This is an optimization exercise on Yosys and OpenROAD, whose aim is small area, not a production implementation. In this exercise RTL edits were held to simulation tests only and were not proved equivalent to the original. No activity file was given, so power comes from the tool's default toggle rates.

== v38 ==
Design pwm_microcontroller, start of the top module:
module pwm_microcontroller(
    input  clk,
    input  rst,
    input  RX,
    output TX,
    output pwm0,
    output pwm1
);
clock: 10.0 ns
lec_check: 0
cap_margin: 20
core_margin: 2
core_utilization: 40
cts_buf_list: sky130_fd_sc_hd__clkbuf_4
cts_cluster_diameter: 500
cts_cluster_size: 100
slew_margin: 20
run.sh (not shown) runs the stock make flow with config.mk's settings and CLKGATE_MAP_FILE= SYNTH_SCRIPT=/design/flow/synth_recipe.tcl, a recipe that flattens the netlist after the stock synthesis.
## Diff of input files: v10 against v38
- removing CTS_BUF_LIST (formerly sky130_fd_sc_hd__clkbuf_4)
Findings:
v10 finished every stage and its layout cleared the timing, DRC and antenna checks. Relative to v38, cell area has increased by 2.2% in v10. | sequential share of layout area | v10 vs v38 | 0.93 points lower |. Portion of total power attributed to the clock network came out higher on v10 than on v38. Total wire length after detailed routing, v10 vs v38: up slightly. v10 reports a lower ratio of final minimum period to clock period than v38 does. v10 reports a higher achievable clock frequency than v38 does.
Inputs modified between v10 and v5:
- CTS_CLUSTER_SIZE no longer set, was 100
- CTS_CLUSTER_DIAMETER no longer set, was 500
==> flow/flow/run.sh (new file) <==
#!/bin/bash
# Standard layout with smaller port buffers and a clock tree without dummy loads.
set -euo pipefail
export BUFFER_PORTS_ARGS="-buffer_cell sky130_fd_sc_hd__buf_1"
export CTS_ARGS="-sink_clustering_enable -repair_clock_nets -dont_use_dummy_load -buf_list sky130_fd_sc_hd__clkbuf_4 -sink_clustering_size 100 -sink_clustering_max_diameter 500"
bash standard.sh > standard.log 2>&1
==> flow/standard.sh (new file) <==
#!/bin/bash
# synth_recipe.tcl (not shown) runs the flow's synth.tcl, then flattens the netlist and writes it again
# the make line also repeats each setting of config.mk as NAME=value (left out here)
make -C /OpenROAD-flow-scripts/flow DESIGN_CONFIG=/design/flow/config.mk WORK_HOME=/design/flow/orfs CLKGATE_MAP_FILE= SYNTH_SCRIPT=/design/flow/synth_recipe.tcl "${@:-finish}"
removed: flow/run.sh
Findings:
The final layout from v5, which completed every stage, passed the timing, DRC and antenna checks at the end of the flow. Summary of v5 over v10: ratio of final minimum period to clock period saw a decrease; utilization fell by 2.3 points. Of v5 and v10, v10 shows the lower register clock-pin slew on the reported worst setup and hold paths, with v5 above it. Clock power share for v5: 13 points down relative to v10. v5 ended with less count of placed standard cells in the final layout, fillers left out than v10. Looking only at clock-buffer cell count, and setting everything else aside, the lower value of v5 and v10 goes to v5. After detailed routing, v10 needs more wire than v5. [compare] base=v10 new=v5: final period demand of the worst path dropped 0.34 ns; final area dropped 4.9%; sequential cell area share climbed 2.2 points.
Setup changes, v5 to v47
==> flow/run.sh (new file) <==
#!/bin/bash
# synth_recipe.tcl (not shown) runs the flow's synth.tcl, then flattens the netlist and writes it again
# the make line also repeats each setting of config.mk as NAME=value (left out here)
make -C /OpenROAD-flow-scripts/flow DESIGN_CONFIG=/design/flow/config.mk WORK_HOME=/design/flow/orfs CLKGATE_MAP_FILE= SYNTH_SCRIPT=/design/flow/synth_recipe.tcl finish
removed: flow/flow/run.sh
removed: flow/standard.sh
### Flow results
- Comparing v47 and v5, the higher fraction of standard cell area in multi-input logic was measured on v5.
- Total power divided by cell area, v47 and v5: lower on v5
- Compared with v5, v47 shows a higher detailed-routed wire length on met2.
- The run with more routed wire is v47, not v5.
- Comparing the two runs side by side, v47 comes out behind v5 on maximum clock frequency.
- As of v47, half-perimeter wire length of the detailed placement result had risen by a few percent compared to v5.
- v47 vs v5: layout-stage area growth over the synthesis result up
- On v47: total global-route track usage is 0.39 points higher than what v5 gave.
- Worst path setup slack after routing: v47 and v5 compared, lower one is v47

========
Q:
pwm_microcontroller, a different RTL version from the one above (not shown whole).
For scale: ~240 cells after synthesis, roughly 6 I/O pins, ~2500 um2 of cells after synthesis.
export LEC_CHECK = 0
export CAP_MARGIN = 20
export CORE_MARGIN = 2
export CORE_UTILIZATION = 40
export SLEW_MARGIN = 20
create_clock -name core_clock -period 10.0 [get_ports {clk}]
standard.sh (not shown) runs the stock make flow with config.mk's settings and CLKGATE_MAP_FILE= SYNTH_SCRIPT=/design/flow/synth_recipe.tcl, a recipe that flattens the netlist after the stock synthesis.
==> flow/flow/run.sh <==
#!/bin/bash
# Own layout flow: the standard synthesis, then the combinational logic
# re-mapped by ABC for area (registers untouched), then the standard ORFS
# layout with small port buffers and a clock tree without dummy loads.
set -euo pipefail
here=$(pwd)
R=$here/orfs/results/$FLOW_PLATFORM/pwm_microcontroller/base
YOSYS=${YOSYS_EXE:-$FLOW_HOME/../tools/install/yosys/bin/yosys}

export BUFFER_PORTS_ARGS="-buffer_cell sky130_fd_sc_hd__buf_1"
export CTS_ARGS="-sink_clustering_enable -repair_clock_nets -dont_use_dummy_load -buf_list sky130_fd_sc_hd__clkbuf_4 -sink_clustering_size 100 -sink_clustering_max_diameter 500"

bash standard.sh synth > $here/standard_synth.log 2>&1

cp $R/1_2_yosys.v $here/1_2_yosys_standard.v
LIB=$FLOW_HOME/platforms/$FLOW_PLATFORM/lib/sky130_fd_sc_hd__tt_025C_1v80.lib \
NETLIST_IN=$here/1_2_yosys_standard.v NETLIST_OUT=$R/1_2_yosys.v \
ABC_SCRIPT=$here/flow/area.abc \
  $YOSYS -c $here/flow/reabc.tcl > $here/reabc.log 2>&1
rm -f $R/1_synth.odb $R/1_synth.sdc

bash standard.sh finish > $here/standard_finish.log 2>&1
==> flow/flow/area.abc <==
strash
balance
rewrite
refactor
balance
rewrite
rewrite -z
balance
refactor -z
rewrite -z
balance
dch -f
amap
topo
==> flow/flow/reabc.tcl <==
# Re-map the combinational logic of the standard synthesis netlist for area.
# Sequential and tie cells stay as they are, with their instance names.
yosys -import
set lib $::env(LIB)
read_liberty -ignore_miss_func -ignore_miss_dir -setattr liberty_cell $lib
read_verilog $::env(NETLIST_IN)
hierarchy -top $::env(FLOW_TOP)
setattr -mod -set keep_hierarchy 1 sky130_fd_sc_hd__*df* sky130_fd_sc_hd__conb_1
flatten
opt_clean -purge
set dont_use {}
foreach c {sky130_fd_sc_hd__probe_p_8 sky130_fd_sc_hd__probec_p_8 sky130_fd_sc_hd__lpflow_*} {
  lappend dont_use -dont_use $c
}
abc -liberty $lib -script $::env(ABC_SCRIPT) {*}$dont_use $::env(FLOW_TOP)
opt_clean -purge
read_liberty -lib -overwrite -ignore_miss_dir -setattr liberty_cell $lib
hierarchy -top $::env(FLOW_TOP)
splitnets
opt_clean -purge
hilomap -singleton -hicell sky130_fd_sc_hd__conb_1 HI -locell sky130_fd_sc_hd__conb_1 LO
insbuf -buf sky130_fd_sc_hd__buf_4 A X
check -assert -mapped
stat -liberty $lib
write_verilog -noattr -nohex -nodec $::env(NETLIST_OUT)
Q: full flow OK, the timing, DRC and antenna checks passed
Inputs modified between Q and R:
# Q
export LEC_CHECK = 0
export CAP_MARGIN = 20
export CORE_MARGIN = 2
export CORE_UTILIZATION = 40
export SLEW_MARGIN = 20
create_clock -name core_clock -period 10.0 [get_ports {clk}]
# R
export LEC_CHECK = 0
export CAP_MARGIN = 20
export CORE_MARGIN = 2
export CORE_UTILIZATION = 70
export PLACE_DENSITY = 0.8
export SLEW_MARGIN = 20
create_clock -name core_clock -period 10.0 [get_ports {clk}]
diff --git a/flow/flow/run.sh b/flow/flow/run.sh
--- a/flow/flow/run.sh
+++ b/flow/flow/run.sh
@@ -15,0 +16 @@
+mkdir -p $here/reabc
@@ -18 +19 @@
-ABC_SCRIPT=$here/flow/area.abc \
+ABC_DIR=$here/flow/abc STAT_DIR=$here/reabc \
==> flow/flow/abc/s1.abc (new file) <==
strash
balance
rewrite
refactor
balance
rewrite
rewrite -z
balance
refactor -z
rewrite -z
balance
dch -f
amap
topo
==> flow/flow/abc/s12.abc (new file) <==
strash
balance
rewrite
refactor
balance
rewrite
rewrite -z
balance
refactor -z
rewrite -z
balance
&get -n
&st
&dch -f
&nf -a -p
&put
topo
==> flow/flow/abc/s2.abc (new file) <==
strash
balance
rewrite
refactor
balance
rewrite
rewrite -z
balance
refactor -z
rewrite -z
balance
balance
rewrite
refactor
balance
rewrite
rewrite -z
balance
refactor -z
rewrite -z
balance
dch -f
amap
topo
==> flow/flow/abc/s5.abc (new file) <==
strash
dch -f
amap
topo
==> flow/flow/abc/s7.abc (new file) <==
strash
ifraig
scorr
dc2
dretime
strash
&get -n
&dch -f
&nf -a
&put
topo
==> flow/flow/abc/s8.abc (new file) <==
strash
balance
rewrite
refactor
balance
rewrite
rewrite -z
balance
refactor -z
rewrite -z
balance
dch -f
amap
strash
dch -f
amap
topo
==> flow/flow/abc/s9.abc (new file) <==
strash
balance
rewrite
refactor
balance
rewrite
rewrite -z
balance
refactor -z
rewrite -z
balance
dc2
dch -f
amap
topo
diff --git a/flow/flow/reabc.tcl b/flow/flow/reabc.tcl
--- a/flow/flow/reabc.tcl
+++ b/flow/flow/reabc.tcl
@@ -2,0 +3 @@
+# Several ABC scripts are tried; the smallest result is kept.
@@ -4,0 +6 @@
+set top $::env(FLOW_TOP)
@@ -7 +9 @@
-hierarchy -top $::env(FLOW_TOP)
+hierarchy -top $top
@@ -10,0 +13 @@
+design -save base
@@ -15,2 +18,20 @@
-abc -liberty $lib -script $::env(ABC_SCRIPT) {*}$dont_use $::env(FLOW_TOP)
-opt_clean -purge
+set best_area 1e18
+set best_script ""
+foreach s [lsort [glob $::env(ABC_DIR)/*.abc]] {
+  design -load base
+  abc -liberty $lib -script $s {*}$dont_use $top
+  opt_clean -purge
+  set f $::env(STAT_DIR)/[file tail [file rootname $s]].stat
+  tee -q -o $f stat -liberty $lib $top
+  set fh [open $f]; set txt [read $fh]; close $fh
+  if {[regexp {Chip area for module[^:]*:\s*([0-9.]+)} $txt -> area]} {
+    puts "ABC script [file tail $s]: area $area"
+    if {$area < $best_area} {
+      set best_area $area
+      set best_script $s
+      design -save best
+    }
+  }
+}
+puts "best ABC script: [file tail $best_script] ($best_area)"
+design -load best
@@ -18 +39 @@
-hierarchy -top $::env(FLOW_TOP)
+hierarchy -top $top
removed: flow/flow/area.abc
--- outcome ---
| clock-pin slew on the worst setup and hold paths | Q vs R | ≈ equal |. Compared with Q, in R total number of vias went up by about 2.2%; final setup slack of the worst path went down by 0.19 ns.

## afterwards: timing with drivers on the ports
How much do the figures lean on ideal ports? The routed layouts below were timed once more, with nothing changed but the port constraints.
Step 1 (the two cells are an assumption about what drives the block):
set clk [get_ports {clk}]
set_driving_cell -lib_cell sky130_fd_sc_hd__clkbuf_16 $clk
set_driving_cell -lib_cell sky130_fd_sc_hd__buf_2 [delete_from_list [all_inputs] $clk]
Step 2, shift: input delay + t, output delay - t, t = (earliest + latest rising clock arrival at the registers) / 2. This alone moves slack from input paths to output paths.
Slacks: ideal ports / drivers / drivers and shift; pairs: ideal ports / drivers.
| run | shift t [ns] | slack for setup (ns) | worst register clock-pin slew, ns |
|---|---|---|---|
| v38 | 0.411 | 5.651 / 5.623 / 6.034 | 0.11 / 0.11 |
| v10 | 0.364 | 5.721 / 5.691 / 6.055 | 0.07 / 0.07 |
| v5 | 0.413 | 6.066 / 6.039 / 6.453 | 0.11 / 0.11 |
| v47 | 0.364 | 5.721 / 5.691 / 6.055 | 0.07 / 0.07 |
| Q | 0.415 | 5.973 / 5.945 / 6.127 | 0.10 / 0.10 |
| R | 0.411 | 5.780 / 5.754 / 5.561 | 0.09 / 0.09 |
After both steps setup and hold are still met in every run listed. The setup slack of R, which loses most, moves by -0.026 ns with the drivers and by -0.219 ns with both steps.
